Source: an optimization exercise on an open RTL-to-GDS flow (aim: small area, a short achievable clock period and few clock cycles per item). Production flows keep margins and buffers that such runs may drop.
Function was checked by simulation only, so behaviour that the tests miss may differ from the original.

==> flow/design.v (outline; a module is shown in full before it is edited, if it fits) <==
// module M1: 486 lines
module M1 (
  input logic Clock,
  input logic Resetn,
  input logic Start,
  output logic Stop,
  output logic[17:0]   SRAM_address,
  output logic[15:0]   SRAM_write_data,
  output logic         SRAM_we_n,
  input logic[15:0]    SRAM_read_data
);
  // ...
==> flow/run.sh <==
#!/bin/bash
# synth_recipe.tcl (not shown) runs the flow's synth.tcl, then flattens the netlist and writes it again
# the make line also repeats each setting of config.mk as NAME=value (left out here)
make -C /OpenROAD-flow-scripts/flow DESIGN_CONFIG=/design/flow/config.mk WORK_HOME=/design/flow/orfs CLKGATE_MAP_FILE= SYNTH_SCRIPT=/design/flow/synth_recipe.tcl finish
==> flow/config.mk <==
export PLATFORM = sky130hd
export DESIGN_NAME = M1
export DESIGN_NICKNAME = M1
export VERILOG_FILES = /design/flow/design.v
export SDC_FILE = /design/flow/constraint.sdc
export NUM_CORES = 4
export LEC_CHECK = 0
export CAP_MARGIN = 20
export CORE_MARGIN = 2
export CORE_UTILIZATION = 40
export SLEW_MARGIN = 20
==> flow/constraint.sdc <==
create_clock -name core_clock -period 24.0 [get_ports {Clock}]
set_input_delay 4.8000 -clock core_clock [delete_from_list [all_inputs] [get_ports {Clock}]]
set_output_delay 4.8000 -clock core_clock [all_outputs]
set_load 0.01 [all_outputs]
==> results.py, run 1 <==
metrics = {
    "outcome": {
        "status": "complete, no violations",
    },
    "place": {
        "hpwl_um": 44200,
        "dpl-instance-area_mm2": 0.0270,
    },
    "floorplanning": {
        "start_util_pct": 40.5,
    },
    "yosys": {
        "synth_simple_gate_area_share_pct": 9.27,
        "synthAdderAreaFrac_pct": 29.0,
        "seq_area_frac_synth_pct": 38.7,
    },
    "cts": {
        "clkSinkCount": 376,
        "holdBufCountCts": 0,
        "cts_tree": "built",
    },
    "global_routing": {
        "grt_pass1_wl_um": 93800,
        "antenna_found_initial": 0,
        "grt_util_all_layers_pct": 17.9,
        "grt_max_degree": 89,
    },
    "final_layout": {
        "final-clk-cell-share_pct": 4.91,
        "multi_input_area_share_pct": 48.6,
    },
    "sta": {
        "fin_skew_ns": 0.0246,
        "worstMarginPinSlew_ns": 0.945,
        "drv_slew": 0,
    },
    "detailed_routing": {
        "first_pass_iters": 5,
        "met2_length_um": 28100,
    },
    "min_path": {
        "hold_end": "pu[5][5]$_DFFE_PP_",
    },
    "worst_setup_path": {
        "slowest_delay_ns": 0.52,
    },
}
Testbench counts, summed over its fixed seeds: cycles 768,120, images 4.
==> run 2, diff against run 1 <==
--- a/flow/design.v
+++ b/flow/design.v
@@ -10,29 +10,30 @@
   output logic         SRAM_we_n,
   input logic[15:0]    SRAM_read_data
 );
 localparam logic [17:0] U_START   = 18'd38400;
 localparam logic [17:0] V_START   = 18'd57600;
 localparam logic [17:0] RGB_START = 18'd146944;
 logic        act;
 logic [9:0]  ph;       
-logic [15:0] ya;       
+logic [14:0] yz;       
 logic [14:0] ca;       
 logic [17:0] wa;       
 logic [6:0]  col;      
 logic        wen;
 logic [7:0]  pu [0:7];
 logic [7:0]  pv [0:7];
-logic [15:0] y0w, y1w;        
+logic [15:0] y0w;             
+logic [7:0]  y3;              
 logic [8:0]  iu, iv;          
 logic i_v, i_3, m0, m78, m79;
 always_comb begin
-  i_v = ph[8] | ph[0];        
-  i_3 = ph[9] | ph[0];        
+  i_v = ph[8] | ph[1];        
+  i_3 = ph[0] | ph[1];        
   m0  = (col == 7'd0);
   m78 = (col == 7'd78);
   m79 = (col == 7'd79);
 end
 logic [7:0] t [0:5];
 logic [7:0] s0, s1, s2, s3, s4, s5;
 always_comb begin
   for (int k = 0; k < 6; k++) t[k] = i_v ? pv[k] : pu[k];
@@ -120,19 +121,19 @@
 wire ti_w135 = ti_w83 ^ ti_w106 ^ ti_w107; wire ti_w136 = (ti_w83 & ti_w106) | (ti_w107 & (ti_w83 ^ ti_w106));
 wire ti_w137 = ic[7] ^ ti_w84 ^ ti_w108; wire ti_w138 = (ic[7] & ti_w84) | (ti_w108 & (ic[7] ^ ti_w84));
 wire [16:0] ti_ra = {1'b0, ic[8], ti_w136, ti_w134, ti_w132, ti_w130, ti_w128, ti_w126, ti_w124, ti_w122, ti_w120, ti_w118, ti_w116, ti_w114, ti_w112, ti_w110, 1'b1};
 wire [16:0] ti_rb = {1'b0, ti_w138, ti_w137, ti_w135, ti_w133, ti_w131, ti_w129, ti_w127, ti_w125, ti_w123, ti_w121, ti_w119, ti_w117, ti_w115, ti_w113, ti_w111, ti_w109};
 assign isum = ti_ra + ti_rb;
 logic [7:0] ey;
 logic [8:0] eu, ev;
 always_ff @(posedge Clock) begin
-  ey <= ({8{ph[9]}} & y0w[15:8]) | ({8{ph[0]}} & y0w[7:0])
-      | ({8{ph[2]}} & y1w[15:8]) | ({8{ph[3]}} & y1w[7:0]);
-  if (ph[0] | ph[3]) begin
+  ey <= ({8{ph[9]}} & y0w[15:8]) | ({8{ph[0] | ph[1]}} & y0w[7:0])
+      | ({8{ph[2]}} & SRAM_read_data[15:8]) | ({8{ph[3] | ph[4]}} & y3);
+  if (ph[0] | ph[1] | ph[3] | ph[4]) begin
     eu <= iu;
     ev <= iv;
   end else begin
     eu <= {pu[1][7], ~pu[1][7], pu[1][6:0]};
     ev <= {pv[2][7], ~pv[2][7], pv[2][6:0]};
   end
 end
 wire [26:0] sR, sG, sB;
@@ -438,51 +439,51 @@
         Stop <= 1'b1;
         act <= 1'b0;
       end
     end
   end
 end
 always_ff @(posedge Clock) begin
   if (!act) begin
-    ph <= 10'b10_0000_0000;
-    ya <= 16'hFFFC;
+    ph <= 10'b01_0000_0000;
+    yz <= 15'h7FFD;
     ca <= 15'd0;
     wa <= RGB_START;
     col <= 7'd77;
     wen <= 1'b0;
     SRAM_address <= U_START;
   end else begin
     ph <= {ph[8:0], ph[9]};
-    if (ph[8]) SRAM_address <= U_START + {3'd0, ca};
+    if (ph[7]) SRAM_address <= U_START + {3'd0, ca};
+    if (ph[8]) SRAM_address <= {2'd0, yz + 15'd1, 1'b0};
+    if (ph[9]) begin SRAM_address <= {2'd0, yz, 1'b1}; yz <= yz + 15'd1; end
     if (ph[0]) SRAM_address <= V_START + {3'd0, ca};
-    if (ph[7] | ph[9]) begin SRAM_address <= {2'd0, ya}; ya <= ya + 16'd1; end
     if (wr_next) begin SRAM_address <= wa; wa <= wa + 18'd1; end
     if (ph[1]) ca <= ca + 15'd1;
     if (ph[0] && ca == 15'd3) wen <= 1'b1;
     if (ph[6]) col <= (col == 7'd79) ? 7'd0 : col + 7'd1;
   end
 end
 always_ff @(posedge Clock) begin
-  if (ph[0]) y1w <= SRAM_read_data;
-  if (ph[2]) y0w <= SRAM_read_data;
-  if (ph[8] | ph[1]) begin
+  if (ph[1]) y0w <= SRAM_read_data;
+  if (ph[2]) y3 <= SRAM_read_data[7:0];
+  if (ph[8] | ph[0]) begin
     for (int k = 0; k < 6; k++) pu[k] <= pu[k+1];
-    pu[6] <= ph[1] ? SRAM_read_data[15:8] : pu[7];
+    pu[6] <= ph[0] ? SRAM_read_data[15:8] : pu[7];
     pu[7] <= SRAM_read_data[7:0];
   end
   if (ph[9] | ph[3]) begin
     for (int k = 0; k < 6; k++) pv[k] <= pv[k+1];
     pv[6] <= ph[3] ? SRAM_read_data[15:8] : pv[7];
     pv[7] <= SRAM_read_data[7:0];
   end
-  if (ph[8] | ph[0]) iu <= isum[16:8];
-  if (ph[9] | ph[1]) iv <= isum[16:8];
-  if (ph[0] | ph[1] | ph[3] | ph[4]) begin
-    qr <= sR[26:16];
-    qg <= sG[26:16];
-    qb <= sB[26:16];
-  end
-  if (ph[1] | ph[4]) begin SRAM_write_data <= {cr, cg}; hb <= cb; end
-  if (ph[2] | ph[5]) SRAM_write_data <= {hb, cr};
-  if (ph[3] | ph[6]) SRAM_write_data <= {cg, cb};
+  if (ph[8] | ph[1]) iu <= isum[16:8];
+  if (ph[9] | ph[2]) iv <= isum[16:8];
+  qr <= sR[26:16];
+  qg <= sG[26:16];
+  qb <= sB[26:16];
+  hb <= cb;
+  if (ph[1] | ph[4]) SRAM_write_data <= {cr, cg};
+  else if (ph[2] | ph[5]) SRAM_write_data <= {hb, cr};
+  else SRAM_write_data <= {cg, cb};
 end
 endmodule
==> run 2 against run 1 <==
Still clean. Clock skew shrank 0.0035 ns. Register-to-register slack lost 0.04 ns. Routed wire length grew 2.1%. Critical path depth is the same. Hold slack gained 0.0066 ns. Critical endpoint unchanged. Largest cell class unchanged.
==> results.py, run 2 <==
metrics = {
    "outcome": {
        "status": "complete, no violations",
    },
    "global_routing": {
        "antenna_found_initial": 0,
        "grt_pass1_wl_um": 95600,
        "overflow": 0,
        "grt_max_degree": 68,
        "grt_util_all_layers_pct": 18.3,
        "grt_pass1_vias": 17904,
    },
    "yosys": {
        "synth_top_cells_by_area": "edfxtp_1 (20%), fa_1 (19%), dfxtp_1 (15%)",
        "synth_fp_nets": 2907,
        "yosys.area.top_type": "edfxtp_1",
        "syn-cell-area_mm2": 0.0253,
        "ys_warn_count": 4,
        "seq_area_frac_synth_pct": 35.8,
        "synth_flop_cell": "dfxtp_1",
        "async_reset_ff_share_pct": 0.817,
        "syn_inst": 2438,
        "synth-seq-cells": 367,
        "yosys.cell_types.count": 78,
        "synth-edff-count": 170,
        "synth_common_cells": "inv_1 (436), fa_1 (237), ha_1 (213)",
        "yosys.area.top_type_share_pct": 20.2,
        "synth.most_common_cell": "inv_1",
        "syn_avg_cell_area_um2": 10.4,
    },
    "cts": {
        "root_buffer": "clkbuf_16",
        "cts_tree": "built",
        "cts-buffers-inserted": 40,
        "ctsResizeCount": 0,
        "holdBufCountCts": 0,
        "clkTransAtPathRegs_ns": 0.06,
        "clk_path_buf_depth": 3,
        "htreeDepth": 2,
        "cts_setup_buffers": 0,
        "clkSinkCount": 367,
        "clk_latency_ns": 0.57,
    },
    "detailed_routing": {
        "drc": 0,
        "routedWlPerCell_um": 17.6,
        "num_vias": 17074,
        "wirelength_um": 58900,
        "routed_via_density": 5.09,
        "drt_iter0_drc": 1070,
        "drtAntennaViolNets": 0,
        "first_pass_iters": 7,
    },
    "worst_setup_path": {
        "reg2regPathDepth": 14,
        "crit_required_ns": 19.20,
        "cp_top_family": "buffers and inverters",
        "r2r_setup_slack_ns": 18.58,
        "end_kind": "output pin",
        "crit_path_top_delay_cell": "clkdlybuf4s50_1",
        "crit_path_start_kind": "flop",
        "slowest_delay_ns": 0.53,
        "crit_chain": "clkdlybuf4s50_1",
        "r2r_start": "ey[4]$_DFF_P_",
        "crit_type": "flop to output pin",
        "cp.arrival_ns": 1.61,
        "cp_max_fo": 1,
        "r2r-end": "qg[8]$_DFF_P_",
        "crit_buf_inv": 1,
    },
    "floorplanning": {
        "dieArea_mm2": 0.0653,
        "rows": 92,
        "start_util_pct": 40.3,
        "die_x_um": 256,
        "ioPinCount": 55,
        "core_area_mm2": 0.0629,
        "die_y_um": 256,
    },
    "final_layout": {
        "nNetsFinal": 2945,
        "fin_area_mm2": 0.0281,
        "drive_gt1_share_pct": 5.82,
        "final_cell_mix": "inv_1 (436), fa_1 (237), ha_1 (213), dfxtp_1 (194), nand2_1 (171)",
        "layout_commonest_cell": "inv_1",
        "num_antenna_cells": 0,
        "syn2layout_area_growth_pct": 11.1,
        "top_regs": "pu: 64 flops, pv: 64 flops",
    },
    "sta": {
        "tns_ns": 0,
        "holdWs_ns": 0.413,
        "relSlewSlack_pct": 39.0,
        "grt_setup_unrepaired": "false",
        "fin_crit_sh_pct": 26.7,
        "hold_viol": 0,
        "setup_viol": 0,
        "drv_slew": 0,
        "fin_skew_ns": 0.0211,
        "clock.fmax_mhz": 156,
        "worstMarginPinSlew_ns": 0.916,
        "post-route-min-period_ns": 6.41,
    },
    "min_path": {
        "hold_end": "pu[5][7]$_DFFE_PP_",
        "hold_path_depth": 0,
        "holdCritPathClass": "flop to flop",
        "hold_start": "pu[6][7]$_DFFE_PP_",
    },
    "place": {
        "gp_congestion": 0.892,
        "placement.io_buffers": 54,
        "dpl-instance-area_mm2": 0.0268,
        "hpwl_um": 44600,
    },
    "run": {
        "maxCapViolCount": 0,
    },
}
## run 2: cell count changes after synthesis, sizes merged, moves of 6 or more
cell,previous run,this run
a222oi,0,8
nor2,124,130
edfxtp,235,170
xor2,26,35
and3,12,22
a21o,18,31
a22oi,18,4
a21oi,92,133
dfxtp,138,194
clkbuf,47,56
a211oi,21,10
o21ai,68,81
inv,426,436
## run 2: cells by family after synthesis
logic type	synth area share, %
buf+inv	7.69
xor+xnor	3.39
flops	35.8
simple gates	9.71
compound gates	10.2
fa+ha+maj	29.3
mux	3.88
## run 2: layer usage
metal,track usage [%],vias up,wire [um]
li1,-,8193,-
met1,24.5,8394,26400
met2,31.2,399,28200
met3,2.51,88,2860
met4,5.13,0,1440
met5,0,-,0
## run 2: cell type report
type	count	area, um2
Fill cell	5955	34700
Multi-Input combinational cell	1558	14300
Sequential cell	367	9070
Inverter	437	1640
Clock buffer	51	1100
Tap cell	846	1060
Timing Repair Buffer	72	676
Clock inverter	23	258
## run 2: through the flow
step / worst slack, ns / std cells / utilization (%)
after floorplan: 18.68 / 2438 / -
after global placement: 18.15 / 3280 / 42.6
after detailed placement: 18.11 / 3280 / 42.6
after CTS: 17.56 / 3354 / 44.7
after global routing: 17.55 / 3354 / 44.7
final: 17.59 / 3354 / 44.7
## run 2: worst max-delay path by stage
stage | endpoint | startpoint | cells past startpoint | slack, ns
after floorplan | SRAM_we_n | SRAM_we_n$_DFF_PN1_ | 0 | 18.68
after global placement | ey[0]$_DFF_P_ | SRAM_read_data[8] | 3 | 18.15
after detailed placement | ey[0]$_DFF_P_ | SRAM_read_data[8] | 3 | 18.11
after CTS | SRAM_we_n | SRAM_we_n$_DFF_PN1_ | 1 | 17.56
after global routing | SRAM_we_n | SRAM_we_n$_DFF_PN1_ | 1 | 17.55
final | SRAM_we_n | SRAM_we_n$_DFF_PN1_ | 1 | 17.59
Testbench counts of run 2, summed over its fixed seeds: cycles 768,124, images 4.

-- what the ideal ports hide --
The flow's constraints put no driver on any port. The routed layouts listed below were extracted and timed again, unchanged, in two steps. Step 1: set_driving_cell puts a clkbuf_16 on Clock and a buf_2 on each other input, an assumption about the parent block. Step 2 adds t to the input delays and takes it off the output delays; t is the mean of the earliest and latest rising clock arrival at the registers after step 1. Input paths then give back, and output paths get back, about the clock's delay inside the block. a / b / c = no drivers / after step 1 / after step 2; a / b = the first two.
run | t, ns | slack for setup (ns) | worst setup path after step 2 | latest minus earliest clock arrival (ns)
run 1 | 0.629 | 17.591 / 17.533 / 18.163 | register to output | 0.025 / 0.025
run 2 | 0.623 | 17.591 / 17.529 / 18.094 | input to register | 0.022 / 0.021
After both steps setup and hold are still met in every run listed.
